Context: an optimization exercise on an open-source flow, tuned for small area. The choices shown serve that exercise and are no tape-out recipe. The RTL was checked by simulation tests, not by an equivalence proof against the original design. Power figures rest on the tool's default switching activity, not on a simulated workload.

<file path="flow/design.v">
`timescale 1ns / 1ps
module flexible_clock(input clk, input rst, output en_1h, output en_10h, output en_1k);
    reg [4:0] c26;       
    reg [11:0] c2500;    
    reg [3:0] c10;       
    wire c26_end = (c26 == 5'h09);
    wire c2500_end = (c2500 == 12'h206);
    wire c10_end = (c10 == 4'h9);
    assign en_1k = (c26 == 5'd0);
    assign en_10h = (c2500 == 12'd0);
    assign en_1h = en_10h && (c10 == 4'd0);
    always @ (posedge clk) begin
        if (rst) begin
            c26 <= 0;
            c2500 <= 0;
            c10 <= 0;
        end else begin
            c26 <= c26_end ? 5'd0 : {c26[3:0], ~(c26[4] ^ c26[2])};
            c2500 <= c2500_end ? 12'd0 : {c2500[10:0], ~(c2500[11] ^ c2500[5] ^ c2500[3] ^ c2500[0])};
            if (c2500_end) c10 <= c10_end ? 4'd0 : {c10[2:0], ~(c10[3] ^ c10[2])};
        end
    end
endmodule
`timescale 1ns / 1ps
module lsfr_32bit(input clk, input rst, input en, output reg [3:0] out);
    reg [31:0] tempOut;
    wire random = tempOut[31] ^ tempOut[21] ^ tempOut[1] ^ tempOut[0];
    wire [4:0] v = {out, 1'b0} + {4'd0, random} + (tempOut[31] ? 5'd7 : 5'd0);
    wire [4:0] v1 = (v >= 5'd22) ? v - 5'd22 : (v >= 5'd11) ? v - 5'd11 : v;
    always @ (posedge clk) begin
        if (rst) begin
            tempOut <= 1;
            out <= 1;
        end else if (en) begin
            tempOut <= {tempOut[30:0], random};
            out <= v1[3:0];
        end
    end
endmodule
`timescale 1ns / 1ps
module lfsr_12(
    input RST,
    input CLK,
    input EN,
    output reg [11:0] Q
    );
    always @ (posedge CLK) begin
        if (RST) begin
            Q <= 0;
        end
        else if (EN) begin
            Q <= { Q[10:6], ~(Q[5]^Q[11]), Q[4], ~(Q[3]^Q[11]), Q[2:0], Q[11] };
        end
    end
endmodule
`timescale 1ns / 1ps
module get_shot_result(
    input rng_rst,
    input en_10hz,
    input clk_25m,
    input [6:0] ball_x,
    output reg scored
    );
    wire [11:0] q;
    lfsr_12 ran_gen (rng_rst, clk_25m, en_10hz, q);
    wire [5:0] s = q[3:0] + q[7:4] + q[11:8];
    reg [2:0] m5;
    always @ (*) begin
        case (s)
            6'd0, 6'd5, 6'd10, 6'd15, 6'd20, 6'd25, 6'd30, 6'd35, 6'd40, 6'd45: m5 = 3'd0;
            6'd1, 6'd6, 6'd11, 6'd16, 6'd21, 6'd26, 6'd31, 6'd36, 6'd41: m5 = 3'd1;
            6'd2, 6'd7, 6'd12, 6'd17, 6'd22, 6'd27, 6'd32, 6'd37, 6'd42: m5 = 3'd2;
            6'd3, 6'd8, 6'd13, 6'd18, 6'd23, 6'd28, 6'd33, 6'd38, 6'd43: m5 = 3'd3;
            default: m5 = 3'd4;
        endcase
    end
    wire [3:0] r10 = (m5[0] == q[0]) ? {1'b0, m5} : {1'b0, m5} + 4'd5;
    reg [3:0] d10;
    always @ (*) begin
        if (ball_x >= 7'd120) d10 = 12;
        else if (ball_x >= 7'd110) d10 = 11;
        else if (ball_x >= 7'd100) d10 = 10;
        else if (ball_x >= 7'd90) d10 = 9;
        else if (ball_x >= 7'd80) d10 = 8;
        else if (ball_x >= 7'd70) d10 = 7;
        else if (ball_x >= 7'd60) d10 = 6;
        else if (ball_x >= 7'd50) d10 = 5;
        else if (ball_x >= 7'd40) d10 = 4;
        else if (ball_x >= 7'd30) d10 = 3;
        else if (ball_x >= 7'd20) d10 = 2;
        else if (ball_x >= 7'd10) d10 = 1;
        else d10 = 0;
    end
    always @ (posedge clk_25m) begin
        scored <= (d10 >= r10);
    end
endmodule
`timescale 1ns / 1ps
module left_right_toggler(
    input btnL,
    input btnR,
    input clk,
    input rst,
    input started,
    output reg [1:0] state
    );
    reg [32:0] debounce_counter;
    wire db_fb = debounce_counter[32] ^ debounce_counter[19] ^ (debounce_counter[31:0] == 32'd0);
    localparam [32:0] DB_2000 = 33'h0768b168;
    always @(posedge clk) begin
      if (rst) begin
        debounce_counter <= 0;
        state <= 0;
      end else begin
        if (btnL || btnR)
            debounce_counter <= {debounce_counter[31:0], db_fb};
        else
            debounce_counter <= 0;
        if (debounce_counter == DB_2000 && !started) begin
            if (btnL && state != 2'd0)
                state <= state - 2'd1;
            else if (btnR && state < 2'd2)
                state <= state + 2'd1;
        end
      end
    end
endmodule
`timescale 1ns / 1ps
module start_screen(
    input [6:0] x,
    input [5:0] y,
    input clk,
    input btnL,
    input btnR,
    input btnC,
    input reset,
    input rst,
    output reg [2:0] oled_data,
    output reg started,
    output reg [1:0] difficulty
    );
    localparam [2:0] black = 3'd0, white = 3'd1, orange = 3'd3, red = 3'd4, green = 3'd5, yellow = 3'd6;
    wire [1:0] difficulty_state;
    left_right_toggler difficulty_menu (.btnL(btnL),.btnR(btnR),.clk(clk),.rst(rst),.state(difficulty_state),.started(started));
    reg [32:0] debounce_counter;
    wire db_fb = debounce_counter[32] ^ debounce_counter[19] ^ (debounce_counter[31:0] == 32'd0);
    localparam [32:0] DB_2000 = 33'h0768b168;
    wire signed [8:0] sx = {2'b00, x};
    wire signed [8:0] sy = {3'b000, y};
    wire [6:0] adx = (x >= 7'd47) ? x - 7'd47 : 7'd47 - x;
    wire [5:0] ady = (y >= 6'd31) ? y - 6'd31 : 6'd31 - y;
    wire [6:0] u = (x < 7'd48) ? x : 7'd95 - x;
    reg circ;
    always @ (*) begin
        case (ady)
            6'd0, 6'd1: circ = (adx == 7'd8) || (u == 7'd20);
            6'd2, 6'd3: circ = (u == 7'd20);
            6'd4: circ = (adx == 7'd7);
            6'd5: circ = (adx == 7'd6);
            6'd6: circ = (adx == 7'd5) || (u == 7'd19);
            6'd7: circ = (adx == 7'd4);
            6'd8: circ = (adx <= 7'd1);
            6'd9: circ = (u == 7'd18);
            6'd12: circ = (u == 7'd16);
            6'd13: circ = (u == 7'd15);
            6'd14: circ = (u == 7'd14);
            6'd15: circ = (u == 7'd13);
            6'd16: circ = (u == 7'd12);
            6'd18: circ = (u == 7'd9);
            6'd19: circ = (u == 7'd6);
            6'd20: circ = (u <= 7'd3);
            default: circ = 1'b0;
        endcase
    end
    wire cline = (x == 7'd47) && y > 9 && y < 52;
    wire keys = (x > 0 && x < 10 && y > 22 && y < 24) || (x > 0 && x < 10 && y > 40 && y < 42) || (x > 8 && x < 11 && y > 22 && y < 42)
             || (x > 85 && x < 95 && y > 22 && y < 24) || (x > 85 && x < 95 && y > 40 && y < 42) || (x > 82 && x < 85 && y > 22 && y < 42);
    wire easy = (x > 30 && x < 37 && ((y > 50 && y < 52) || (y > 54 && y < 56) || (y > 58 && y < 60))) || (x > 30 && x < 33 && y > 50 && y < 60);
    wire signed [8:0] xmy = sx - sy;
    wire [7:0] xpy = x + y;
    wire mdm = (x > 42 && x < 45 && y > 50 && y < 60) || (xmy > -9'sd10 && xmy < -9'sd6 && x > 42 && x < 47)
               || (xpy > 100 && xpy < 104 && x > 47 && x < 52) || (x > 50 && x < 53 && y > 50 && y < 60);
    wire hard = (x > 58 && x < 61 && y > 50 && y < 60) || (x > 65 && x < 68 && y > 50 && y < 60) || (x > 58 && x < 68 && y > 54 && y < 56);
    wire sel = y > 60 && y < 63 && ((x > 30 && x < 37 && difficulty_state == 2'd0) || (x > 42 && x < 53 && difficulty_state == 2'd1)
                                   || (x > 58 && x < 68 && difficulty_state == 2'd2));
    always @ (posedge clk) difficulty <= difficulty_state;
    always @ (posedge clk) begin
      if (rst) begin
        oled_data <= black;
        started <= 0;
        debounce_counter <= 0;
      end else begin
        oled_data <= sel ? black : hard ? red : mdm ? yellow : easy ? green : (cline || circ || keys) ? white : orange;
        if (reset) started <= 0;
        if (started == 0) begin
            if (btnC)
                debounce_counter <= {debounce_counter[31:0], db_fb};
            else
                debounce_counter <= 0;
            if (debounce_counter == DB_2000)
                started <= 1;
        end
      end
    end
endmodule
`timescale 1ns / 1ps
module end_screen(
    input [6:0] x,
    input [5:0] y,
    input clk,
    input btnC,
    input win,
    input reset,
    input rst,
    output reg [2:0] oled_data,
    output reg restart
    );
    localparam [2:0] black = 3'd0, red = 3'd4, green = 3'd5, brown = 3'd7;
    reg [31:0] debounce;
    reg debounce_ge;
    wire db_fb = debounce[31] ^ debounce[21] ^ debounce[1] ^ debounce[0] ^ (debounce[30:0] == 31'd0);
    localparam [31:0] DB_1999 = 32'h91a947ae;    
    localparam [31:0] DB_LAST = 32'h80000000;    
    wire signed [9:0] sx = {3'b000, x};
    wire signed [9:0] sy = {4'b0000, y};
    wire signed [9:0] x2py = 2*sx + sy;
    wire signed [9:0] ym2x = sy - 2*sx;
    wire signed [9:0] ymx = sy - sx;
    wire signed [9:0] ypx = sy + sx;
    wire G = (x > 27 && x < 37 && y > 10 && y < 13) || (x > 27 && x < 30 && y > 10 && y < 20) || (x > 27 && x < 37 && y > 18 && y < 20)
          || (x > 34 && x < 37 && y > 15 && y < 20) || (x > 32 && x < 37 && y > 15 && y < 18);
    wire A = (x2py > 90 && x2py < 96 && x > 37 && x < 42) || (ym2x < -72 && ym2x > -76 && x >= 42 && x < 47)
          || (x > 37 && x < 47 && y > 13 && y < 15);
    wire M = (x > 47 && x < 50 && y > 10 && y < 20) || (x > 54 && x < 57 && y > 10 && y < 20)
          || (ymx < -35 && ymx > -39 && x > 47 && x < 52) || (ypx > 65 && ypx < 69 && x > 52 && x < 57);
    wire E1 = (x > 57 && x < 67 && y > 10 && y < 13) || (x > 57 && x < 60 && y > 10 && y < 20)
           || (x > 57 && x < 67 && y > 14 && y < 17) || (x > 57 && x < 67 && y > 18 && y < 20);
    wire O = (x > 27 && x < 36 && y > 21 && y < 23) || (x > 27 && x < 29 && y > 21 && y < 30)
          || (x > 27 && x < 36 && y > 27 && y < 30) || (x > 34 && x < 36 && y > 21 && y < 30);
    wire V = (ym2x > -54 && ym2x < -50 && x > 36 && x < 42) || (x2py > 112 && x2py < 116 && x > 41 && x < 46);
    wire E2 = (x > 48 && x < 57 && y > 21 && y < 24) || (x > 48 && x < 57 && y > 24 && y < 26)
           || (x > 48 && x < 57 && y > 28 && y < 30) || (x > 48 && x < 50 && y > 21 && y < 30);
    wire R = (x > 58 && x < 67 && y > 21 && y < 24) || (x > 58 && x < 60 && y > 21 && y < 30)
          || (x > 58 && x < 67 && y > 24 && y < 26) || (x > 65 && x < 67 && y > 21 && y < 26)
          || (ymx < -31 && ymx > -35 && x > 58 && x < 67);
    wire W = (ymx > 11 && ymx < 15 && x > 27 && x < 37) || (ypx > 85 && ypx < 89 && x > 37 && x < 47)
          || (ymx > -9 && ymx < -5 && x > 47 && x < 57) || (ypx > 105 && ypx < 109 && x > 57 && x < 67);
    wire L = (x > 45 && x < 49 && y > 40 && y < 50) || (x > 45 && x < 55 && y > 47 && y < 50);
    always @ (posedge clk) begin
        if (win && W) oled_data <= green;
        else if (!win && L) oled_data <= red;
        else if (G || A || M || E1 || O || V || E2 || R) oled_data <= black;
        else oled_data <= brown;
    end
    always @ (posedge clk) begin
      if (rst) begin
        restart <= 0;
        debounce <= 0;
        debounce_ge <= 0;
      end else begin
        if (reset) begin
            if (btnC) begin
                debounce <= {debounce[30:0], db_fb};
                if (debounce == DB_1999) debounce_ge <= 1;
                else if (debounce == DB_LAST) debounce_ge <= 0;
            end else begin
                debounce <= 0;
                debounce_ge <= 0;
            end
            if (debounce_ge) restart <= 1;
        end else restart <= 0;
      end
    end
endmodule
`timescale 1ns / 1ps
module score_tracker(
    input show_top_score,
    input clk_25Mhz_seg,
    input rst,
    input en,
    output [6:0] seg,
    output [3:0] an,
    input [5:0] score_player,
    input [5:0] score_ai
    );
    reg [5:0] highScore;
    reg [2:0] an_state;
    reg [3:0] seg_digit;
    reg [2:0] an_pos;
    wire [5:0] v;
    reg [3:0] v_tens;
    reg [5:0] v_units;
    always @ (*) begin
        if (v >= 6'd60) begin v_tens = 4'd6; v_units = v - 6'd60; end
        else if (v >= 6'd50) begin v_tens = 4'd5; v_units = v - 6'd50; end
        else if (v >= 6'd40) begin v_tens = 4'd4; v_units = v - 6'd40; end
        else if (v >= 6'd30) begin v_tens = 4'd3; v_units = v - 6'd30; end
        else if (v >= 6'd20) begin v_tens = 4'd2; v_units = v - 6'd20; end
        else if (v >= 6'd10) begin v_tens = 4'd1; v_units = v - 6'd10; end
        else begin v_tens = 4'd0; v_units = v; end
    end
    reg [6:0] seg_r;
    always @ (*) begin
        case (seg_digit)
            4'd0: seg_r = 7'b1000000;
            4'd1: seg_r = 7'b1111001;
            4'd2: seg_r = 7'b0100100;
            4'd3: seg_r = 7'b0110000;
            4'd4: seg_r = 7'b0011001;
            4'd5: seg_r = 7'b0010010;
            4'd6: seg_r = 7'b0000010;
            4'd7: seg_r = 7'b1111000;
            4'd8: seg_r = 7'b0000000;
            4'd9: seg_r = 7'b0010000;
            default: seg_r = 7'b1111111;
        endcase
    end
    assign seg = seg_r;
    wire top_digit = show_top_score ? (an_state == 3'd2 || an_state == 3'd1) : !an_state[2];
    assign v = show_top_score ? highScore : an_state[1] ? score_player : score_ai;
    wire tens = show_top_score ? an_state[1] : an_state[0];
    assign an = an_pos[2] ? 4'b1111 : ~(4'b0001 << an_pos[1:0]);
    always @ (posedge clk_25Mhz_seg) begin
      if (rst) begin
        seg_digit <= 4'd15;
        an_pos <= 3'd4;
        highScore <= 0;
        an_state <= 3;
      end else if (en) begin
        an_state <= an_state - 1;
        if (score_player > highScore) highScore <= score_player;
        if (top_digit) begin
            seg_digit <= tens ? v_tens : v_units[3:0];
            an_pos <= {1'b0, an_state[1:0]};
        end
      end
    end
endmodule
`timescale 1ns / 1ps
module display_bball_court(
    input [6:0] x,
    input [5:0] y,
    input clk,
    input rst,
    output reg [2:0] oled_data
    );
    localparam [2:0] black = 3'd0, white = 3'd1, blue = 3'd2, orange = 3'd3, red = 3'd4;
    always @ (posedge clk) begin
      begin
        if (x > 93 && y > 40 && y <= 60) oled_data <= white;
        else if (x > 93 && y > 30 && y <= 40) oled_data <= black;
        else if (x > 89 && y > 38 && y < 42) oled_data <= red;
        else if (y > 60) oled_data <= orange;
        else if (x < 2 && y > 40) oled_data <= white;
        else if (x < 2 && y > 30) oled_data <= black;
        else if (x < 6 && y > 38 && y < 42) oled_data <= red;
        else oled_data <= blue;
      end
    end
endmodule
`timescale 1ns / 1ps
module dunk_animation(
    input [6:0] x,
    input [5:0] y,
    input clk,
    input run,
    input rst,
    output reg [2:0] oled_data,
    output reg [1:0] animation_frame
    );
    localparam [2:0] black = 3'd0, white = 3'd1, blue = 3'd2, orange = 3'd3, red = 3'd4;
    reg [12:0] frame_rate_counter;
    wire wrap = (frame_rate_counter == 13'h6c1);
    wire [1:0] frame_next = run ? (wrap ? animation_frame + 2'd1 : animation_frame) : 2'd0;
    wire [1:0] f = run ? animation_frame : 2'd0;
    reg ball;
    always @ (*) begin
        case (f)
            2'd0: ball = x > 35 && x < 45 && y > 0 && y < 10;
            2'd1: ball = x > 35 && x < 45 && y > 10 && y < 20;
            2'd2: ball = x > 35 && x < 45 && y > 20 && y < 30;
            default: ball = x > 35 && x < 45 && y > 30 && y < 40;
        endcase
    end
    wire hoop_red = x > 30 && x < 50 && y > 20 && y < 25;
    wire hoop_black = (x > 50 && x < 53 && y > 0 && y < 22) || (x > 48 && x < 50 && y > 22 && y < 40)
                   || (x > 40 && x < 43 && y > 22 && y < 40) || (x > 30 && x < 33 && y > 22 && y < 40)
                   || (x > 30 && x < 53 && y > 28 && y < 30) || (x > 30 && x < 53 && y > 34 && y < 37);
    wire hoop_white = x > 50 && x < 53 && y > 22 && y < 63;
    always @ (posedge clk) begin
      begin
        frame_rate_counter <= (run && !wrap) ? {frame_rate_counter[11:0], ~(frame_rate_counter[12] ^ frame_rate_counter[3] ^ frame_rate_counter[2] ^ frame_rate_counter[0])} : 0;
        animation_frame <= frame_next;
        oled_data <= hoop_red ? red : hoop_black ? black : hoop_white ? white : ball ? orange : blue;
      end
    end
endmodule
`timescale 1ns / 1ps
module miss_animation(
    input [6:0] x,
    input [5:0] y,
    input clk,
    input run,
    input rst,
    output reg [2:0] oled_data,
    output reg [1:0] animation_frame
    );
    localparam [2:0] black = 3'd0, white = 3'd1, blue = 3'd2, orange = 3'd3, red = 3'd4;
    reg [13:0] frame_rate_counter;
    wire wrap = (frame_rate_counter == 14'h3ff3);
    wire [1:0] frame_next = run ? (wrap ? animation_frame + 2'd1 : animation_frame) : 2'd0;
    wire [1:0] f = frame_next;
    reg ball;
    always @ (*) begin
        case (f)
            2'd0: ball = x > 5 && x < 15 && y > 10 && y < 20;
            2'd1: ball = x > 15 && x < 25 && y > 0 && y < 10;
            2'd2: ball = x > 25 && x < 35 && y > 10 && y < 20;
            default: ball = x > 15 && x < 25 && y > 0 && y < 10;
        endcase
    end
    wire hoop_red = x > 30 && x < 50 && y > 20 && y < 25;
    wire hoop_black = (x > 50 && x < 53 && y > 0 && y < 22) || (x > 48 && x < 50 && y > 22 && y < 40)
                   || (x > 40 && x < 43 && y > 22 && y < 40) || (x > 30 && x < 33 && y > 22 && y < 40)
                   || (x > 30 && x < 53 && y > 28 && y < 30) || (x > 30 && x < 53 && y > 34 && y < 37);
    wire hoop_white = x > 50 && x < 53 && y > 22 && y < 63;
    always @ (posedge clk) begin
      begin
        frame_rate_counter <= (run && !wrap) ? {frame_rate_counter[12:0], ~(frame_rate_counter[13] ^ frame_rate_counter[4] ^ frame_rate_counter[2] ^ frame_rate_counter[0])} : 0;
        animation_frame <= frame_next;
        oled_data <= hoop_red ? red : hoop_black ? black : hoop_white ? white : ball ? orange : blue;
      end
    end
endmodule
`timescale 1ns / 1ps
module score_animation(
    input [6:0] x,
    input [5:0] y,
    input clk,
    input run,
    input rst,
    output reg [2:0] oled_data,
    output reg [1:0] animation_frame
    );
    localparam [2:0] black = 3'd0, white = 3'd1, blue = 3'd2, orange = 3'd3, red = 3'd4;
    reg [13:0] frame_rate_counter;
    wire wrap = (frame_rate_counter == 14'h3ff3);
    wire [1:0] frame_next = run ? (wrap ? animation_frame + 2'd1 : animation_frame) : 2'd0;
    wire [1:0] f = frame_next;
    reg ball;
    always @ (*) begin
        case (f)
            2'd0: ball = x > 15 && x < 25 && y > 10 && y < 20;
            2'd1: ball = x > 25 && x < 35 && y > 0 && y < 10;
            2'd2: ball = x > 35 && x < 45 && y > 10 && y < 20;
            default: ball = x > 35 && x < 45 && y > 30 && y < 40;
        endcase
    end
    wire hoop_red = x > 30 && x < 50 && y > 20 && y < 25;
    wire hoop_black = (x > 50 && x < 53 && y > 0 && y < 22) || (x > 48 && x < 50 && y > 22 && y < 40)
                   || (x > 40 && x < 43 && y > 22 && y < 40) || (x > 30 && x < 33 && y > 22 && y < 40)
                   || (x > 30 && x < 53 && y > 28 && y < 30) || (x > 30 && x < 53 && y > 34 && y < 37);
    wire hoop_white = x > 50 && x < 53 && y > 22 && y < 63;
    always @ (posedge clk) begin
      begin
        frame_rate_counter <= (run && !wrap) ? {frame_rate_counter[12:0], ~(frame_rate_counter[13] ^ frame_rate_counter[4] ^ frame_rate_counter[2] ^ frame_rate_counter[0])} : 0;
        animation_frame <= frame_next;
        oled_data <= hoop_red ? red : hoop_black ? black : hoop_white ? white : ball ? orange : blue;
      end
    end
endmodule
`timescale 1ns / 1ps
module player(
    input signed [7:0] dx,
    input signed [6:0] dy,
    input clk,
    input rst,
    output reg [1:0] oled_data
    );
    wire inx = dx >= 0 && dx <= 2;
    always @(posedge clk) begin
        if (rst) oled_data <= 2'd0;
        else if (inx && dy >= 0 && dy <= 2) oled_data <= 2'd1;
        else if (inx && dy >= 3 && dy <= 7) oled_data <= 2'd2;
    end
endmodule
`timescale 1ns / 1ps
module Top_Student (input clk, input rst, input btnC, btnU, btnL, btnR, btnD, input [12:0] pixel_index,
    output reg [15:0] pixel_data, output reg [9:0] led, output [6:0] seg, output [3:0] an);
    wire clk_25m = clk;
    wire en_1h;
    wire en_10h;
    wire en_1k;
    localparam [3:0] C_BLACK = 4'd0, C_ORANGE = 4'd11;
    reg [3:0] oled_data;
    always @ (*) begin
        case (oled_data)
            4'd0: pixel_data = 16'b00000_000000_00000;
            4'd1: pixel_data = 16'b11111_111111_11111;
            4'd2: pixel_data = 16'b00001_101011_11010;
            4'd3: pixel_data = 16'b11101_011110_00001;
            4'd4: pixel_data = 16'b11100_000111_00010;
            4'd5: pixel_data = 16'b00010_100101_00001;
            4'd6: pixel_data = 16'b11010_110110_00001;
            4'd7: pixel_data = 16'b10100_011001_00001;
            4'd8: pixel_data = 16'b11110_110101_10101;
            4'd9: pixel_data = 16'b00000_000000_11111;
            4'd10: pixel_data = 16'b00000_111111_00000;
            default: pixel_data = 16'b11111_100000_00000;
        endcase
    end
    wire [7:0] h = pixel_index[12:5];
    reg [5:0] row;
    reg [1:0] hm3;
    always @ (*) begin
        row = h / 3;
        hm3 = h - 3 * row;
    end
    wire [6:0] col = {hm3, pixel_index[4:0]};
    reg [5:0] game_timer;
    wire [2:0] start_screen_data;
    wire [2:0] end_screen_data;
    wire [2:0] bball_court_data;
    wire [2:0] scored_screen_data;
    wire [2:0] missed_screen_data;
    wire [2:0] dunked_screen_data;
    wire game_started;
    wire game_restart;
    wire [25:0] gravity = 90;
    wire [5:0] arc_max_height = (63 - 40);
    reg [10:0] player_speed;    
    wire ps_end = (player_speed == 11'h7ef);
    reg [6:0] ball_initial_grav;    
    reg [5:0] player_row;
    reg [5:0] player_row_cur;  
    reg [6:0] player_col;
    wire [5:0] hoop_height = (63 - 20);
    wire [6:0] hoop_width = 3;
    wire [5:0] player_jump_max_height = 20;
    reg [4:0] player_curr_jump;
    wire [3:0] player_height = 8;
    wire [1:0] player_width = 2;
    reg [5:0] player_hand_row;
    wire [1:0] ball_height = 1;
    wire [1:0] ball_width = 1;
    reg [6:0] ball_col;
    reg [5:0] ball_posvert_difference;
    reg [5:0] ball_negvert_difference;
    reg [6:0] initial_ball_col;
    reg [6:0] initial_ball_row;
    reg [5:0] ball_posvert_counter;
    reg [11:0] ball_row;
    reg [6:0] distance_to_basket;
    reg is_shot;
    reg playerHasBall;
    reg player_is_jumping;
    reg [25:0] player_jump_speed;
    reg [4:0] player_grav;          
    reg [7:0] ball_grav;            
    wire [11:0] player_grav_v = 12'd10 + player_grav * 7'd90;
    wire [14:0] ball_grav_v = 15'd1 + ball_grav * 7'd90;
    reg player_direction;  
    reg playerHasScored;
    wire playerHasScoredTemp;
    wire [1:0] aiState;
    wire [1:0] diffLevel;
    wire [6:0] shootingRange;
    wire [6:0] defendRange;
    wire [6:0] attackRange;
    wire [6:0] aggressiveness;
    wire isAggressive;
    wire canSteal;
    wire [2:0] stealChance;
    reg aiHasBall, isLooseBall, reset, canScore;
    reg aiDirection;  
    reg [6:0] aiLeft;
    wire [6:0] aiRight = aiLeft + 7'd2;    
    reg [5:0] aiTop;
    wire [5:0] aiBottom = aiTop + 6'd8;    
    reg [6:0] aiDistanceToBasket;
    reg aiShotBall;
    wire aiHasScored;
    reg aiIsJumping;
    reg aiShotResult;
    wire [5:0] aiMaxJumpHeight;
    reg [5:0] aiCurrHeight;
    reg [25:0] aiJumpSpeed;
    reg [25:0] aiGrav;
    reg [31:0] counter;
    wire [3:0] randomCounter;
    wire [31:0] aiSpeed;
    wire [31:0] boost;
    parameter defending = 2'b00;
    parameter attacking = 2'b01;
    parameter shooting = 2'b10;
    parameter waiting = 2'b11;
    parameter easy = 2'b00;
    parameter normal = 2'b01;
    parameter hard = 2'b10;
    parameter left = 1;
    parameter right = 0;
    reg [31:0] ballSpeed;
    reg [5:0] aiScore;
    reg [5:0] playerScore;
    reg outcome;  
    reg game_end;
    reg resetGame;
    reg isDunkAni;
    reg isShootAni;
    reg isMissAni;
    wire [1:0] dunkFrame;
    wire [1:0] missFrame;
    wire [1:0] shootFrame;
    wire [1:0] player_data;
    wire [1:0] ai_data;
    wire [3:0] player_code = {|player_data, 2'b00, player_data[1]};    
    wire [3:0] ai_code = {|ai_data, 1'b0, ai_data[1], 1'b0};            
    reg playerShotResult;
    reg playerShotPos_gt85;    
    flexible_clock time_base (.clk(clk), .rst(rst), .en_1h(en_1h), .en_10h(en_10h), .en_1k(en_1k));
    lsfr_32bit ai_rng_unit (.clk(clk), .rst(rst), .en(en_1h), .out(randomCounter));
    start_screen start_unit (.x(col), .y(row), .clk(clk), .rst(rst), .btnL(btnL), .btnR(btnR), .btnC(btnD), .oled_data(start_screen_data),
                             .started(game_started), .difficulty(diffLevel), .reset(resetGame));
    end_screen end_unit (.x(col), .y(row), .clk(clk), .rst(rst), .btnC(btnD), .win(outcome), .oled_data(end_screen_data), .restart(game_restart), .reset(game_end));
    score_tracker score_tracker_unit (.show_top_score(!game_started), .clk_25Mhz_seg(clk), .rst(rst), .en(en_1k), .seg(seg[6:0]), .an(an), .score_player(playerScore), .score_ai(aiScore));
    get_shot_result score_unit (.rng_rst(rst), .en_10hz(en_10h), .clk_25m(clk), .ball_x(player_col), .scored(playerHasScoredTemp));
    display_bball_court bball_court (.x(col), .y(row), .clk(clk), .rst(rst), .oled_data(bball_court_data));
    dunk_animation dunk (.x(col), .y(row), .clk(clk), .rst(rst), .run(isDunkAni), .oled_data(dunked_screen_data), .animation_frame(dunkFrame));
    miss_animation miss (.x(col), .y(row), .clk(clk), .rst(rst), .run(isMissAni), .oled_data(missed_screen_data), .animation_frame(missFrame));
    score_animation score (.x(col), .y(row), .clk(clk), .rst(rst), .run(isShootAni), .oled_data(scored_screen_data), .animation_frame(shootFrame));
    player player_unit (.dx(dc_p), .dy(dr_p), .clk(clk), .rst(rst), .oled_data(player_data));
    player ai_unit (.dx(dc_a), .dy(dr_a), .clk(clk), .rst(rst), .oled_data(ai_data));
    wire signed [7:0] dc_p = $signed({1'b0, col}) - $signed({1'b0, player_col});
    wire signed [6:0] dr_p = $signed({1'b0, row}) - $signed({1'b0, player_row});
    wire signed [6:0] dr_h = $signed({1'b0, row}) - $signed({1'b0, player_hand_row});
    wire signed [7:0] dc_a = $signed({1'b0, col}) - $signed({1'b0, aiLeft});
    wire signed [6:0] dr_a = $signed({1'b0, row}) - $signed({1'b0, aiTop});
    wire signed [7:0] dc_ar = $signed({1'b0, col}) - $signed({1'b0, aiRight});
    wire signed [7:0] dc_b = $signed({1'b0, col}) - $signed({1'b0, ball_col});
    wire signed [12:0] dr_b = $signed({7'd0, row}) - $signed({1'b0, ball_row});
    wire in_player = dr_p >= 0 && dr_p <= 8 && dc_p >= 0 && dc_p <= 2;
    wire in_hand_r = dr_h >= 0 && dr_h <= 1 && dc_p >= 2 && dc_p <= 3;
    wire in_hand_l = dr_h >= 0 && dr_h <= 1 && dc_p >= -1 && dc_p <= 0;
    wire in_ball = dr_b >= 0 && dr_b <= 1 && dc_b >= 0 && dc_b <= 1;                     
    wire ai_rows = aiTop <= 6'd55 && dr_a >= 0 && dr_a <= 8;                              
    wire in_ai = ai_rows && aiLeft <= 7'd125 && dc_a >= 0 && dc_a <= 2;                    
    wire in_ai_wide = ai_rows && aiLeft >= 7'd1 && aiLeft <= 7'd125 && dc_a >= -1 && dc_a <= 3;
    wire ai_hand_rows = dr_a >= 2 && dr_a <= 3;
    wire in_ai_hand_l = ai_hand_rows && aiLeft >= 7'd1 && dc_a >= -1 && dc_a <= 0;
    wire in_ai_hand_r = ai_hand_rows && dc_ar >= 0 && dc_ar <= 1;
    wire signed [9:0] p_bound = $signed({3'd0, distance_to_basket[6:1]}) + $signed({3'd0, initial_ball_col}) + $signed({4'd0, ball_negvert_difference[5:1]}) - $signed({4'd0, ball_posvert_difference[5:1]});
    wire p_up = p_bound[9] || ($signed({3'd0, ball_col}) < p_bound);
    wire signed [9:0] a_bound = $signed({4'd0, aiDistanceToBasket[6:1]}) - $signed({4'd0, ball_negvert_difference[5:1]}) + $signed({4'd0, ball_posvert_difference[5:1]});
    wire a_up = !a_bound[9] && ($signed({3'd0, ball_col}) > a_bound);
    wire cnt_hi = |counter[31:11];
    wire [10:0] cnt_lo = counter[10:0];
    wire ai_move_def = cnt_hi || (diffLevel == 2'd1 ? cnt_lo >= 11'd1033 : diffLevel == 2'd2 ? cnt_lo >= 11'd833 : cnt_lo >= 11'd1233);
    wire ai_move_att = cnt_hi || (diffLevel == 2'd1 ? (isAggressive ? cnt_lo >= 11'd983 : cnt_lo >= 11'd1033) :
                                  diffLevel == 2'd2 ? (isAggressive ? cnt_lo >= 11'd733 : cnt_lo >= 11'd833) : cnt_lo >= 11'd1233);
    wire ai_shoot_cond = (diffLevel == 2'd1 ? aiLeft <= 7'd50 : diffLevel == 2'd2 ? aiLeft <= 7'd55 : aiLeft <= 7'd40)
                         && (aiLeft < 7'd2 || {1'b0, player_col} + 8'd4 < {1'b0, aiLeft});
    wire ai_dunk_cond = (diffLevel == 2'd1 ? aiLeft <= 7'd15 : diffLevel == 2'd2 ? aiLeft <= 7'd17 : aiLeft <= 7'd12);
    reg led_off, led0_clr;
    wire [25:0] aiGrav_step = aiGrav + (aiIsJumping ? 26'd90 : -26'd90);
    wire ball_up = aiShotBall ? a_up : p_up;
    wire [11:0] ball_row_step = ball_row + (ball_up ? 12'hfff : 12'd1);
    always @ (posedge clk) begin
      if (rst) begin
        game_timer <= 59;
        led_off <= 1;
        led0_clr <= 0;
      end else if (en_1h) begin
        led_off <= 0;
        if (!game_started) begin
            game_timer <= 59;
            led0_clr <= 0;
        end
        else begin
            if (game_timer == 0) led0_clr <= 1;
            if (game_timer > 0) begin
                game_timer <= game_timer - 1;
            end
        end
      end
    end
    always @ (*) begin
        led[0] = !led_off && !led0_clr;
        led[1] = !led_off && game_timer >= 6'd1;
        led[2] = !led_off && game_timer >= 6'd2;
        led[3] = !led_off && game_timer >= 6'd3;
        led[4] = !led_off && game_timer >= 6'd4;
        led[5] = !led_off && game_timer >= 6'd5;
        led[6] = !led_off && game_timer >= 6'd6;
        led[7] = !led_off && game_timer >= 6'd7;
        led[8] = !led_off && game_timer >= 6'd8;
        led[9] = !led_off && game_timer >= 6'd9;
    end
    always @ (posedge clk) player_hand_row <= player_row + 2;
    always @ (posedge clk_25m) begin
      player_row_cur = player_row;
      if (rst) begin
        player_speed <= 0;
        ball_initial_grav <= 0;
        player_row <= 52;
        player_col <= 15;
        player_curr_jump <= 0;
        ball_col <= 0;
        ball_posvert_difference <= 0;
        ball_negvert_difference <= 0;
        initial_ball_col <= 0;
        initial_ball_row <= 0;
        ball_posvert_counter <= 0;
        ball_row <= 0;
        distance_to_basket <= 0;
        is_shot <= 0;
        playerHasBall <= 1;
        player_is_jumping <= 0;
        player_jump_speed <= 0;
        player_grav <= 0;
        ball_grav <= 0;
        player_direction <= 0;
        aiLeft <= 90;
        aiTop <= 52;
        aiDistanceToBasket <= 0;
        aiShotBall <= 0;
        aiIsJumping <= 0;
        aiShotResult <= 0;
        aiCurrHeight <= 0;
        aiJumpSpeed <= 0;
        aiGrav <= 0;
        counter <= 0;
        ballSpeed <= 0;
        aiScore <= 0;
        playerScore <= 0;
        outcome <= 0;
        game_end <= 0;
        resetGame <= 0;
        isDunkAni <= 0;
        isShootAni <= 0;
        isMissAni <= 0;
        playerShotResult <= 0;
        playerShotPos_gt85 <= 0;
        playerHasScored <= 0;
        aiHasBall <= 0;
        isLooseBall <= 0;
        reset <= 0;
        canScore <= 0;
        aiDirection <= 0;
        oled_data <= 0;
      end else begin
        counter <= counter + 1;
        player_jump_speed <= (player_jump_speed == {14'd0, player_grav_v}) ? 0 : player_jump_speed + 1;
        ballSpeed <= (ballSpeed == {17'd0, ball_grav_v}) ? 0 : ballSpeed + 1;
        aiJumpSpeed <= (aiJumpSpeed == 10 + aiGrav) ? 0 : aiJumpSpeed + 1;
        player_speed <= ps_end ? 11'd0 : {player_speed[9:0], ~(player_speed[10] ^ player_speed[8])};
        if (~game_started && ~game_end) begin
            oled_data <= {1'b0, start_screen_data};
            resetGame <= 0;
            aiScore <= 0;
            playerScore <= 0;
            reset <= 1;
            playerHasBall <= 1;
            is_shot <= 0;
            aiIsJumping <= 0;
            aiShotBall <= 0;
            aiHasBall <= 0;
            isLooseBall <= 0;
            aiShotResult <= 0;
            ball_grav <= 0;
            player_grav <= 0;
            aiGrav <= 0;
            distance_to_basket <= 0;
            ball_posvert_counter <= 0;
            ball_negvert_difference <= 0;
            ball_posvert_difference <= 0;
            ball_initial_grav <= 0;
            playerShotResult <= 0;
        end
        else if (game_started && !game_end) begin
            if (game_timer == 0 && !is_shot && !aiShotBall && !aiCurrHeight && !player_curr_jump && !aiIsJumping && !player_is_jumping) begin
                outcome <= aiScore > playerScore ? 0 : 1;
                game_end <= 1;
            end
            if (reset) begin
                reset <= 0;
                aiLeft <= 90;
                player_col <= 15;
                isLooseBall <= 0;
                isDunkAni <= 0;
                isShootAni <= 0;
                isMissAni <= 0;
                canScore <= 0;
                aiShotResult <= 0;
                playerShotResult <= 0;
                player_row <= 52;
            end
            if (!reset) begin
                oled_data <= {1'b0, bball_court_data};
                if (in_player) begin
                    oled_data <= player_code;
                end    
                if (in_hand_r && player_direction == 0 && playerHasBall) begin
                    ball_col <= player_col + player_width;
                    initial_ball_col <= ball_col;
                    ball_row <= player_hand_row;
                    initial_ball_row <= ball_row;
                    distance_to_basket <= (95 - ball_col);
                    oled_data <= C_ORANGE;
                end
                else if (in_hand_l && player_direction == 1 && playerHasBall) begin
                    ball_col <= player_col + player_width;
                    initial_ball_col <= ball_col;
                    ball_row <= player_hand_row;
                    initial_ball_row <= ball_row;
                    distance_to_basket <= (95 - ball_col);            
                    oled_data <= C_ORANGE;
                end
                else if (is_shot && in_ball) begin
                    oled_data <= C_ORANGE;
                end
                if (btnR && btnL) begin
                end
                else if (ps_end && btnR) begin
                    player_col <= (player_col + player_width + ball_width == 95) ? 92 : player_col + 1;
                    player_direction <= 0;
                end
                else if (ps_end && btnL) begin
                    player_col <= (player_col - ball_width == 0) ? 1 : player_col - 1;
                    player_direction <= 1;
                end
                if (btnU && player_curr_jump == 0) begin
                    player_is_jumping <= 1;
                end
                if (player_is_jumping) begin
                    if (player_jump_speed == 0) begin
                        player_grav <= player_grav + 5'd1;
                        player_curr_jump <= player_curr_jump + 1;
                        player_row <= (player_row == 0) ? 0 : player_row - 1;
                    end     
                    if (player_curr_jump == player_jump_max_height) begin
                        player_is_jumping <= 0;
                    end
                end
                else if (player_jump_speed == 0 && ~player_is_jumping) begin
                    player_grav <= (player_grav == 0) ? 5'd0 : player_grav - 5'd1;
                    player_row_cur = (player_row + player_height == 60) ? 52 : player_row + 1;
                    player_row <= player_row_cur;
                    if (player_row_cur == 52) begin
                        player_curr_jump <= 0;
                        player_grav <= 0;
                    end
                end
                if (btnC && playerHasBall) begin
                    is_shot <= 1;
                    if (playerHasScoredTemp) begin
                        playerHasScored <= 1;
                        playerShotPos_gt85 <= (player_col + 7'd2) > 7'd85;
                    end else begin
                        playerHasScored <= 0;
                    end
                    playerHasBall <= 0;
                    isLooseBall <= 1;
                    aiHasBall <= 0;
                end
                if (is_shot) begin
                    if (ballSpeed == 0) begin
                        ball_posvert_difference <= (initial_ball_row < hoop_height) ? hoop_height - initial_ball_row : 0;
                        ball_initial_grav <= (initial_ball_row < 7'd43) ? {6'd43 - initial_ball_row[5:0], 1'b0} : 7'd0;
                        ball_negvert_difference <= (initial_ball_row > hoop_height) ? initial_ball_row - hoop_height : 0;
                        if (p_up) begin
                            ball_grav <= ball_initial_grav + ball_posvert_counter;
                            ball_posvert_counter <= ball_posvert_counter + 1;
                            ball_row <= ball_row_step;
                        end
                        else begin
                            ball_grav <= (ball_grav == 0) ? 8'd0 : ball_grav - 8'd1;
                            ball_row <= ball_row_step;                
                        end
                    end
                    if (ps_end) begin
                        ball_col <= (ball_col + ball_width >= 92) ? 92 : ball_col + 1;
                    end
                    if (ball_col >= 92) begin
                        if (playerShotResult == 0) begin
                            playerShotResult <= 1;
                            if (playerHasScored) begin
                                if (playerShotPos_gt85) isDunkAni <= 1;
                                else isShootAni <= 1;
                            end else isMissAni <= 1;
                        end
                        if (dunkFrame == 3 || shootFrame == 3 || missFrame == 3) begin
                            if (dunkFrame == 3 || shootFrame == 3) playerScore <= playerScore + 1;
                            playerHasBall <= 0;
                            aiHasBall <= 1;
                            is_shot <= 0;
                            ball_grav <= 0;
                            ball_posvert_counter <= 0;
                            isLooseBall <= 0;
                            reset <= 1;
                            isDunkAni <= 0;
                            isMissAni <= 0;
                            isShootAni <= 0;
                            playerShotResult <= 0;
                            playerHasScored <= 0;
                            if (game_timer == 0) begin
                                outcome <= aiScore > playerScore ? 0 : 1;
                                game_end <= 1;
                            end
                        end
                    end
                end
                if (~playerHasBall && ~is_shot && ~aiShotBall && btnD && player_row_cur + player_height >= ball_row && player_row_cur <= ball_row + ball_height && player_col <= ball_col + ball_width && player_col + player_width >= ball_col) begin
                    playerHasBall <= 1;
                    aiHasBall <= 0;
                end
                if (aiState == defending) begin
                    if (ai_move_def) begin  
                        counter <= 0;
                        if ((aiLeft < player_col + defendRange && aiRight < 95)) begin  
                            aiLeft <= aiLeft + 1;
                            aiDirection <= right;
                        end else if ((aiLeft > player_col + player_width + defendRange && aiRight > 48) || (player_direction == left && player_col + player_width < 30)) begin
                            aiLeft <= aiLeft - 1;
                            aiDirection <= left;
                        end
                    end
                    if (in_ai) begin  
                        oled_data <= ai_code;
                    end
                    if (canSteal && (aiLeft <= player_col + player_width && aiLeft >= player_col || aiRight <= player_col + player_width && aiRight >= player_col) &&
                        aiTop <= ball_row)  
                    begin
                        playerHasBall <= 0;
                        aiHasBall <= 1;
                    end
                end else if (aiState == attacking) begin
                    if (in_ai_wide) begin  
                        if (in_ai) oled_data <= ai_code;
                        if (aiDirection == left && in_ai_hand_l && ~aiShotBall) begin
                            ball_col <= aiLeft - 1;
                            ball_row <= aiTop + 2;
                            initial_ball_col <= ball_col;
                            aiDistanceToBasket <= ball_col;
                            initial_ball_row <= ball_row;
                            oled_data <= C_ORANGE;
                        end else if (aiDirection == right && in_ai_hand_r && ~aiShotBall) begin
                            ball_col <= aiRight;
                            ball_row <= aiTop + 2;
                            initial_ball_col <= ball_col;
                            aiDistanceToBasket <= ball_col;
                            initial_ball_row <= ball_row;                            
                            oled_data <= C_ORANGE;
                        end
                    end
                    if (ai_move_att) begin  
                        counter <= 0;
                        if (aiLeft < player_col + player_width + attackRange || aiLeft > 80 || player_col + player_width <= 50 || isAggressive) begin
                            aiLeft <= aiLeft - 1;
                            aiDirection <= left;
                        end else begin
                            aiLeft <= aiLeft + 1;
                            aiDirection <= right;
                        end
                    end
                    if (ai_shoot_cond && !isAggressive) begin  
                        canScore <= 1;
                        aiIsJumping <= 1;
                    end
                    else if (ai_dunk_cond) begin
                        canScore <= 1;
                    end
                end else if (aiState == shooting) begin
                    if (ai_dunk_cond) begin  
                        if (aiShotResult == 0) begin
                            aiShotResult <= 1;
                            if (aiHasScored) begin
                                aiScore <= aiScore + 1;
                                isDunkAni <= 1;
                            end else begin
                                isMissAni <= 1;
                            end
                        end
                        if (isDunkAni) oled_data <= {1'b0, dunked_screen_data};
                        else if (isMissAni) oled_data <= {1'b0, missed_screen_data};
                        if (dunkFrame == 3 || missFrame == 3) begin
                            canScore <= 0;
                            playerHasBall <= 1;
                            aiHasBall <= 0;
                            reset <= 1;
                            isDunkAni <= 0;
                            isMissAni <= 0;
                            aiShotResult <= 0;
                            if (game_timer == 0) begin
                                outcome <= aiScore > playerScore ? 0 : 1;
                                game_end <= 1;
                            end
                        end
                    end else begin  
                        if (in_ai) oled_data <= ai_code;
                        if (in_ball) oled_data <= C_ORANGE;
                    end
                end else if (aiState == waiting) begin
                    if (in_ai) oled_data <= ai_code;  
                end
                if (aiIsJumping) begin
                    if (aiJumpSpeed == 0) begin
                        aiGrav <= aiGrav_step;
                        aiTop <= aiTop - 1;
                        ball_row <= aiTop + 2;
                        initial_ball_row <= ball_row;                            
                        ball_col <= aiLeft - 1;
                        aiDistanceToBasket <= ball_col;
                        aiCurrHeight <= aiCurrHeight + 1;
                    end
                    if (aiCurrHeight == aiMaxJumpHeight) begin
                        aiIsJumping <= 0;
                        if (aiHasBall) begin
                            aiShotBall <= 1;
                        end
                    end
                end else if (aiJumpSpeed == 0 && ~aiIsJumping) begin
                    aiGrav <= (aiGrav == 26'd0) ? 26'd0 : aiGrav_step;
                    if (aiTop < 52) begin
                        aiTop <= aiTop + 1;
                    end else begin
                        aiGrav <= 0;
                        aiCurrHeight <= 0;
                    end
                end
                if (aiShotBall) begin
                    if (ballSpeed == 0) begin
                        ball_posvert_difference <= (initial_ball_row < hoop_height) ? hoop_height - initial_ball_row : 0;
                        ball_initial_grav <= (initial_ball_row < 7'd43) ? {6'd43 - initial_ball_row[5:0], 1'b0} : 7'd0;
                        ball_negvert_difference <= (initial_ball_row > hoop_height) ? initial_ball_row - hoop_height : 0;
                        if (a_up) begin
                            ball_grav <= ball_initial_grav + ball_posvert_counter;
                            ball_posvert_counter <= ball_posvert_counter + 1;
                            ball_row <= ball_row_step;
                        end
                        else begin
                            ball_grav <= (ball_grav == 0) ? 8'd0 : ball_grav - 8'd1;
                            ball_row <= ball_row_step;                
                        end
                    end
                    if (ps_end) begin
                        ball_col <= (ball_col == 0) ? 0 : ball_col - 1;
                    end                
                        if (ball_col <= 3) begin
                            if (aiShotResult == 0) begin
                                aiShotResult <= 1;
                                if (aiHasScored) begin
                                    aiScore <= aiScore + 1;
                                    isShootAni <= 1;
                                end else begin
                                    isMissAni <= 1;
                                end
                            end
                            if (shootFrame == 3 || missFrame == 3) begin
                                playerHasBall <= 1;
                                aiHasBall <= 0;
                                aiShotBall <= 0;
                                canScore <= 0;
                                ball_grav <= 0;
                                ball_posvert_counter <= 0;                                
                                reset <= 1;
                                isShootAni <= 0;
                                isMissAni <= 0;
                                aiShotResult <= 0;
                                if (game_timer == 0) begin
                                    outcome <= aiScore > playerScore ? 0 : 1;
                                    game_end <= 1;
                                end
                            end
                        end
                    if (isShootAni) oled_data <= {1'b0, scored_screen_data};
                    else if (isMissAni) oled_data <= {1'b0, missed_screen_data};
                end
                if (is_shot) begin
                    if (isShootAni) oled_data <= {1'b0, scored_screen_data};
                    else if (isDunkAni) oled_data <= {1'b0, dunked_screen_data};
                    else if (isMissAni) oled_data <= {1'b0, missed_screen_data};
                end
            end
        end
        else if (game_end) begin
            oled_data <= {1'b0, end_screen_data};
            if (game_restart) begin
                resetGame <= 1;
                game_end <= 0;
            end
        end
      end
    end
    assign shootingRange = diffLevel == easy ? 40 : diffLevel == normal ? 50 : diffLevel == hard ? 55 : 40;
    assign defendRange = diffLevel == easy ? 7 : diffLevel == normal ? 3 : diffLevel == hard ? 1 : 8;
    assign attackRange = diffLevel == easy ? 8 : diffLevel == normal ? 5 : diffLevel == hard ? 3 : 8;
    assign aiHasScored = canScore ? diffLevel == easy ? randomCounter <= 3 : diffLevel == normal ? randomCounter <= 6 :
                         diffLevel == hard ? randomCounter <= 9 : 0 : 0;
    assign aggressiveness = diffLevel == easy ? 0 : diffLevel == normal ? 3 : diffLevel == hard ? 6 : 0;
    assign isAggressive = diffLevel == easy ? 0 : randomCounter <= aggressiveness ? 1 : 0;
    assign stealChance = diffLevel == easy ? 0 : diffLevel == normal ? 3 : diffLevel == hard ? 6 : 0;
    assign canSteal = diffLevel == easy ? 0 : randomCounter <= stealChance ? 1 : 0;
    assign boost = diffLevel == easy ? 0 : diffLevel == normal ? 50 : diffLevel == hard ? 100 : 0;
    assign aiMaxJumpHeight = diffLevel == easy ? 15 : diffLevel == normal ? 18 : diffLevel == hard ? 22 : 15;
    assign aiSpeed = diffLevel == easy ? 1233 : diffLevel == normal ? 1033 : diffLevel == hard ? 833 : 1233;
    assign aiState = playerHasBall ? defending : aiHasBall ? canScore ? shooting : attacking : isLooseBall ? waiting : defending;
endmodule
</file>
<file path="flow/flow/run.sh">
#!/bin/bash
# Own layout flow: the standard synthesis, then the combinational logic
# between the registers is re-mapped with a stronger ABC script (registers,
# their names and cell types are kept as the standard synthesis made them),
# then the standard layout from the re-mapped netlist.
set -euo pipefail
W=$(pwd)
P=${FLOW_PLATFORM:-sky130hd}
R=$W/orfs/results/$P/Top_Student/base
L=$W/orfs/logs/$P/Top_Student/base
LIB=$FLOW_HOME/platforms/$P/lib/sky130_fd_sc_hd__tt_025C_1v80.lib
YOSYS=$FLOW_HOME/../tools/install/yosys/bin/yosys
[ -x "$YOSYS" ] || YOSYS=yosys

bash standard.sh synth > std_synth.log 2>&1

cp $R/1_2_yosys.v $W/std_1_2_yosys.v
DU=$(grep -o -- "-dont_use [A-Za-z0-9_]*" $L/1_2_yosys.log | sort -u | tr '\n' ' ')
SEQ=$(grep -o "sky130_fd_sc_hd__[a-z0-9_]*" $W/std_1_2_yosys.v | sort -u | grep -E "__(df|ed|sd|dl|conb)" | tr '\n' ' ')

# three ABC runs with different seeds for its deepsyn step; the smallest is kept
for S in 1 2 3; do
  sed -e "s#@LIB@#$LIB#g" -e "s#@DU@#$DU#g" -e "s#@SEQ@#$SEQ#g" -e "s#@IN@#$W/std_1_2_yosys.v#g" \
      -e "s#@OUT@#$W/reopt_$S.v#g" -e "s#@SEED@#$S#g" $W/flow/reopt.ys.in > $W/reopt_$S.ys
  $YOSYS -l $W/reopt_$S.log $W/reopt_$S.ys > /dev/null 2>&1 &
done
wait
BEST=""; BESTA=""
for S in 1 2 3; do
  A=$(grep "Chip area for top module" $W/reopt_$S.log | tail -1 | awk '{print $NF}')
  [ -n "$A" ] && [ -s $W/reopt_$S.v ] || continue
  if [ -z "$BEST" ] || awk "BEGIN{exit !($A < $BESTA)}"; then BEST=$S; BESTA=$A; fi
done
echo "kept ABC run $BEST, area $BESTA" > $W/reopt_choice.log
cp $W/reopt_$BEST.v $R/1_2_yosys.v
rm -f $R/1_synth.odb $R/1_synth.sdc
bash standard.sh finish > std_finish.log 2>&1
</file>
<file path="flow/flow/reopt.ys.in">
read_liberty -ignore_miss_func @LIB@
read_verilog @IN@
hierarchy -top Top_Student
setattr -mod -set keep_hierarchy 1 @SEQ@
flatten
opt -full
abc -liberty @LIB@ @DU@ -script +strash;&get,-n;&fraig,-x;&put;scorr;dc2;strash;&get,-n;&deepsyn,-T,150,-S,@SEED@;&put;&get,-n;&dch,-f;&nf,-R,1000;&put
opt_clean -purge
hilomap -singleton -hicell sky130_fd_sc_hd__conb_1 HI -locell sky130_fd_sc_hd__conb_1 LO
splitnets
insbuf -buf sky130_fd_sc_hd__buf_4 A X
opt_clean -purge
stat -liberty @LIB@
select Top_Student
write_verilog -noattr -noexpr -nohex -nodec -selected @OUT@
</file>
<file path="flow/standard.sh">
#!/bin/bash
# synth_recipe.tcl (not shown) runs the flow's synth.tcl, then flattens the netlist and writes it again
# the make line also repeats each setting of config.mk as NAME=value (left out here)
make -C /OpenROAD-flow-scripts/flow DESIGN_CONFIG=/design/flow/config.mk WORK_HOME=/design/flow/orfs CLKGATE_MAP_FILE= SYNTH_SCRIPT=/design/flow/synth_recipe.tcl "${@:-finish}"
</file>
<file path="flow/config.mk">
export PLATFORM = sky130hd
export DESIGN_NAME = Top_Student
export DESIGN_NICKNAME = Top_Student
export VERILOG_FILES = /design/flow/design.v
export SDC_FILE = /design/flow/constraint.sdc
export NUM_CORES = 4
export LEC_CHECK = 0
export CAP_MARGIN = 20
export CORE_MARGIN = 2
export CORE_UTILIZATION = 60
export CTS_CLUSTER_DIAMETER = 100
export CTS_CLUSTER_SIZE = 25
export GPL_TIMING_DRIVEN = 0
export SLEW_MARGIN = 20
</file>
<file path="flow/constraint.sdc">
create_clock -name core_clock -period 35.0 [get_ports {clk}]
set_input_delay 7.0000 -clock core_clock [delete_from_list [all_inputs] [get_ports {clk}]]
set_output_delay 7.0000 -clock core_clock [all_outputs]
set_load 0.01 [all_outputs]
</file>
==> summary.md, run 1 <==
| Metric | Value |
|---|---|
| CP arrival | `15.90 ns` |
| Largest net degree at the start of global routing | `39` |
| CTS resizes | `0` |
| Worst Max-Slew Pin Slew | `1.17 ns` |
| Site Rows | `84` |
| First-pass GRT wire length | `147,000 um` |
| CTS clock-pin slew for the worst setup and hold paths | `0.09 ns` |
| Setup_tns | `0 ns` |
| Share of layout cells above drive strength 1 | `1.95%` |
| DR vias | `31,200` |
| Net count, final | `4,212` |
| DR pass1 iterations | `9` |
| Clock buffer depth | `3` |
| Inst Count DP | `4,846` |
| Final Max Slew Viols | `0` |
| Gr usage total | `31.6%` |
| Max transition margin | `22.1%` |
| Syn avg cell area | `7.81 um^2` |
| CP max stage delay | `0.89 ns` |
| Syn. warnings | `14` |
| P&R area growth vs syn | `7.94%` |
| Post-Syn Instances | `4,090` |
| Core region area | `52,600 um^2` |
| IO Pins | `57` |
| Hold WS | `0.461 ns` |
| Fin worst setup slack | `19.63 ns` |
| Minimum clock period | `15.37 ns` |
| Final routed DRC violation total | `0` |
| Final Cycle Share | `43.9%` |
| Crit path max-delay cell type | `a211oi_1` |
| Vias in the first global route | `28,100` |
| Die W | `235 um` |
| Initial antenna violation count | `0` |
| Routed Antenna Nets | `0` |
| Final Total Pwr | `1240 uW` |
| WP data required | `35.53 ns` |
| Syn nets | `4,110` |
| Final setup fails | `0` |
| H-tree depth | `1` |
| CP bufs+invs | `1` |
| Crit-path max FO | `17` |
| Input/output buffers | `56` |
| Die area | `55,100 um^2` |
| Initial cell density of the core | `60.8%` |
| CTS tree | `built` |
| Leak | `0.0123 uW` |
| RSZ-0062 raised after global routing | `no` |
| Fmax | `65.1 MHz` |
| Diodes inserted | `0` |
| Non-filler cells, final | `4,888` |
| GRT overflow | `0` |
| Initial DRC count | `3,230` |
| Max_cap viols | `0` |
| Status | `no timing/DRC/antenna violations` |
| Kind of cell adding the most delay to the critical path | `simple AND/OR/NAND/NOR gates` |
| Maximum VDD drop | `0.0000501 V` |
| Mapped Area | `31,900 um^2` |
| Pre-CTS setup slack | `18.93 ns` |
| Post-CTS setup buffer count | `0` |
| CP startpoint kind | `input pin` |
| Clk sink count | `584` |
| Setup crit end kind | `flop` |
| DP Wirelength | `66,200 um` |
| Clock Tree Root | `clkbuf_16` |
| Clock Latency Late Sink | `0.64 ns` |
| Fin. Hold Viols | `0` |
| GP Congestion | `1.02` |
| DR vias/cell | `6.39` |
| Worst Hold Class | `flop to flop` |
| Fin Clk Skew | `0.0284 ns` |
| Fillers | `4,740` |
| WS Path Type | `input pin to flop` |
| Post-CTS Hold Buffers | `0` |
| Avg WL per Cell | `18.6 um` |
| Pwr Density | `35.9 nW/um^2` |
| Chip Height | `235 um` |
| Final WL | `91,100 um` |
| Cts bufs inserted | `29` |
==> report_power, final <==
part,switching (uW),internal [uW]
Sequential,12.3,674
Clock,222,157
Combinational,113,60.7
Total,347,891
==> per-stage QoR <==
stage	instance area, um^2	utilization (%)
floorplan	31900	-
CTS	34500	65.6
detailed placement	33600	63.9
global route	34500	65.6
global placement	33400	63.5
finish	34500	65.6
==> worst paths after layout <==
path                                                         end  cells past startpoint  slack [ns]                                      startpoint
setup / recovery                                     ball_row[9]                     25       19.63                                 pixel_index[11]
hold / removal    start_unit.difficulty_menu.debounce_counter[1]                      1        0.46  start_unit.difficulty_menu.debounce_counter[0]
setup reg to reg                                     ball_row[9]                     26       28.70                      ball_negvert_difference[2]
hold reg to reg   start_unit.difficulty_menu.debounce_counter[1]                      1        0.46  start_unit.difficulty_menu.debounce_counter[0]
==> state kept, by name (all words and copies together), names as in the netlist, 8 cells and up <==
signal,count
aiGrav,25
time_base.c2500,12
start_unit.difficulty_menu.debounce_counter,33
ball_row,12
end_unit.debounce,32
player_jump_speed,26
score.frame_rate_counter,14
ball_grav,8
score_unit.ran_gen.Q,12
aiJumpSpeed,26
start_unit.debounce_counter,33
player_speed,11
ai_rng_unit.tempOut,32
miss.frame_rate_counter,14
dunk.frame_rate_counter,13
counter,32
ballSpeed,32
==> cell type report <==
type | count | area (um^2) | area share, %
clock inverter | 9 | 108 | 0.312
tap | 688 | 861 | 2.50
timing repair buffer | 71 | 724 | 2.10
inverter | 97 | 365 | 1.06
sequential | 584 | 11700 | 33.9
clock buffer | 30 | 739 | 2.14
multi-input combinational | 3409 | 20000 | 58.0
==> cells in the final DEF (no fill, tap or decap), drive strengths merged, types with 97 or more instances in the layout <==
cell	instances
a21oi	327
a22o	150
and2	144
and3	97
clkinv	103
dfxtp	584
nand2	412
nand3	107
nor2	485
nor3	238
o21ai	306
xnor2	192
xor2	98
==> routing by layer <==
| metal | vias to the layer above | GRT usage, % | share of wire [%] |
|---|---|---|---|
| met5 | - | 0 | 0 |
| met4 | 0 | 11.4 | 4.0 |
| met3 | 247 | 5.27 | 7.8 |
| met2 | 1195 | 49.6 | 44 |
| met1 | 14400 | 43.8 | 45 |
| li1 | 15400 | - | - |
==> run 2: changes to the inputs <==
--- a/flow/config.mk
+++ b/flow/config.mk
@@ -9,6 +9,5 @@
 export CORE_MARGIN = 2
-export CORE_UTILIZATION = 60
+export CORE_UTILIZATION = 40
 export CTS_CLUSTER_DIAMETER = 100
 export CTS_CLUSTER_SIZE = 25
-export GPL_TIMING_DRIVEN = 0
 export SLEW_MARGIN = 20
==> run 2 against run 1 <==
  * Still clean on timing, DRC and antenna
  * Combinational power hardly changed
  * Global-route usage is 8.4 points lower
  * Fmax is 11% higher
  * Core utilization is 21 points lower
  * Power is 3.3% higher
  * Critical path depth is 3 higher
  * Critical endpoint unchanged
==> summary.md, run 2 <==
| Metric | Value |
|---|---|
| Status | `no timing/DRC/antenna violations` |
| Initial DRC count | `2,930` |
| Met3 wire length | `6620 um` |
| Vias in the first global route | `28,300` |
| P&R area growth vs syn | `10.4%` |
| Syn avg cell area | `7.81 um^2` |
| Crit-path max FO | `17` |
| Seq pwr share | `53.7%` |
| Switch Pwr | `363 uW` |
| CP startpoint kind | `input pin` |
| IO Pins | `57` |
| Die W | `287 um` |
| Final WL | `99,200 um` |
| Initial antenna violation count | `1` |
| Pwr Density | `36.2 nW/um^2` |
| Minimum clock period | `13.82 ns` |
| GP Congestion | `1.01` |
| Die area | `82,100 um^2` |
| Syn nets | `4,110` |
| Max Used Layer | `met4` |
| Core region area | `79,000 um^2` |
| Chip Height | `287 um` |
| Post-CTS Hold Buffers | `0` |
| Clock power frac | `32.6%` |
| Fin Clk Skew | `0.0208 ns` |
| Final routed DRC violation total | `0` |
| Largest registers | `start_unit.debounce_counter (33), start_unit.difficulty_menu.debounce_counter (33)` |
| Net count, final | `4,259` |
| Fin. Hold Viols | `0` |
| WS Path Type | `input pin to flop` |
| Clock buffer depth | `3` |
| Area of the multi-input gates | `19,900 um^2` |
| Worst Hold Class | `flop to flop` |
| CP arrival | `14.35 ns` |
| Post-CTS setup buffer count | `0` |
| DR vias/cell | `5.92` |
| Syn. warnings | `14` |
| P_int | `915 uW` |
| Input/output buffers | `56` |
| First-pass GRT wire length | `157,000 um` |
| Maximum VDD drop | `0.0000355 V` |
| Post-Route M1 WL | `46,300 um` |
| Gr usage total | `23.2%` |
| Fillers | `7,974` |
| Max transition margin | `22.8%` |
| Avg WL per Cell | `18.7 um` |
| Setup crit end kind | `flop` |
| Mapped Area | `31,900 um^2` |
| Routed Antenna Nets | `0` |
| Switching portion of total power | `28.4%` |
| Clock Tree Root | `clkbuf_16` |
| Placed instance area | `34,300 um^2` |
| Max_cap viols | `0` |
| Share of layout cells above drive strength 1 | `2.75%` |
| Post-Syn Instances | `4,090` |
| FF/Latch Area | `11,700 um^2` |
| RSZ-0062 raised after global routing | `no` |
| Most frequent cells in the layout | `dfxtp_1, nor2_1, nand2_1, a21oi_1, o21ai_0` |
| Largest net degree at the start of global routing | `37` |
| DR pass1 iterations | `6` |
| Setup_tns | `0 ns` |
| DR vias | `31,400` |
| Worst Max-Slew Pin Slew | `1.15 ns` |
| Final setup fails | `0` |
| Final Cycle Share | `39.5%` |
| WP data required | `35.53 ns` |
| Commonest non-fill, non-tap cell in the layout | `dfxtp_1` |
| Met2 WL post-DR | `42,300 um` |
| Fmax | `72.4 MHz` |
| Cts bufs inserted | `31` |
| GRT overflow | `0` |
| CTS clock-pin slew for the worst setup and hold paths | `0.10 ns` |
| CTS resizes | `0` |
| Site Rows | `103` |
| Final Total Pwr | `1280 uW` |
| Combinational power share | `13.7%` |
| H-tree depth | `1` |
| CTS tree | `built` |
| Clk sink count | `584` |
| Clock Latency Late Sink | `0.63 ns` |
| Initial cell density of the core | `40.4%` |
| Leak | `0.0126 uW` |
| Post-route cell area | `35,300 um^2` |
| DP Wirelength | `72,400 um` |
| Final Max Slew Viols | `0` |
run 2: cell count changes in the layout (fill, tap and decap cells not counted), sizes merged:
cell / delta
clkinvlp: +1
buf: +45
diode: +1
inv: +2
bufinv: +1
clkbuf: +1
clkdlybuf4s50: +2
clkinv: -1
run 2: critical path: stages:
cell             delay [ns]
clkdlybuf4s50_1        0.43
nor2b_1                0.14
buf_4                  0.19
a21oi_1                0.16
buf_4                  0.27
o21ai_0                0.15
o21ai_0                0.68
nand2_1                0.16
nand2_1                0.13
nor3_1                 0.06
nor3b_1                0.54
nand2b_1               0.19
and2_0                 0.17
buf_4                  0.20
a21oi_1                0.78
xnor2_2                0.28
xnor2_1                0.28
a2111oi_0              0.11
o21ai_0                0.50
nor2_1                 0.14
nor2_1                 0.31
nand2_1                0.31
a211oi_1               0.32
buf_4                  0.20
nor2b_1                0.23
nor2_1                 0.09
xor2_1                 0.14
and2_0                 0.15
run 2: power groups by stage:
stage	Clock (uW)	Combinational [uW]	Sequential, uW
final	416	175	686
after global routing	452	189	688
after CTS	431	170	686
after detailed placement	0	170	702
after global placement	0	171	702
after floorplan	0	110	697
run 2: path summary, 6_finish.rpt:
check	cells past startpoint	from	slack [ns]	end
setup reg to reg	26	ball_negvert_difference[2]	28.65	ball_row[9]
hold / removal	0	start_unit.difficulty_menu.state[0]	0.45	start_unit.difficulty[0]
setup / recovery	28	pixel_index[11]	21.18	ball_row[9]
hold reg to reg	0	start_unit.difficulty_menu.state[0]	0.45	start_unit.difficulty[0]
run 2: layout make-up:
type,instances,area share [%]
Multi-Input combinational cell,3409,56.5
Clock buffer,33,2.28
Inverter,97,1.03
Timing Repair Buffer,116,2.85
Tap cell,1050,3.72
Clock inverter,12,0.472
Sequential cell,584,33.1
Antenna cell,1,0.00709
run 2: metrics by stage:
stage | utilization [%] | std cells | setup WS (ns) | hold slack, ns
after detailed placement | 43.4 | 5256 | 20.71 | 0.423
after global placement | 43.4 | 5256 | 20.78 | 0.429
after global routing | 44.6 | 5302 | 20.54 | 0.459
final | 44.6 | 5302 | 21.18 | 0.446
after floorplan | - | 4090 | 21.22 | 0.392
after CTS | 44.6 | 5301 | 21.36 | 0.441
run 2: per-layer routing:
| layer | global-route usage [%] | vias to the layer above |
|---|---|---|
| li1 | - | 15400 |
| met1 | 33.1 | 14700 |
| met2 | 35.8 | 1065 |
| met3 | 2.68 | 207 |
| met4 | 8.63 | 0 |
| met5 | 0 | - |

## re-timing with driven ports
How much do the figures lean on ideal ports? The routed layouts below were timed once more, with nothing changed but the port constraints. Step 1: set_driving_cell puts a clkbuf_16 on clk and a buf_2 on each other input, an assumption about the parent block. Step 2 times the ports against the registers' clock, not the clock port: input delays grow and output delays shrink by t, the midpoint of the rising clock arrivals with the driver on. Slacks: ideal ports / drivers / drivers and shift; pairs: ideal ports / drivers.
run	t (ns)	setup WS [ns]	worst data-port slew with drivers (ns)
run 1	0.693	19.627 / 19.665 / 18.973	0.04
run 2	0.693	21.182 / 21.227 / 20.534	0.08
After both steps every run listed still meets setup and hold. For run 1, which loses most, drivers alone change the setup slack by +0.038 ns; drivers and shift together by -0.654 ns.
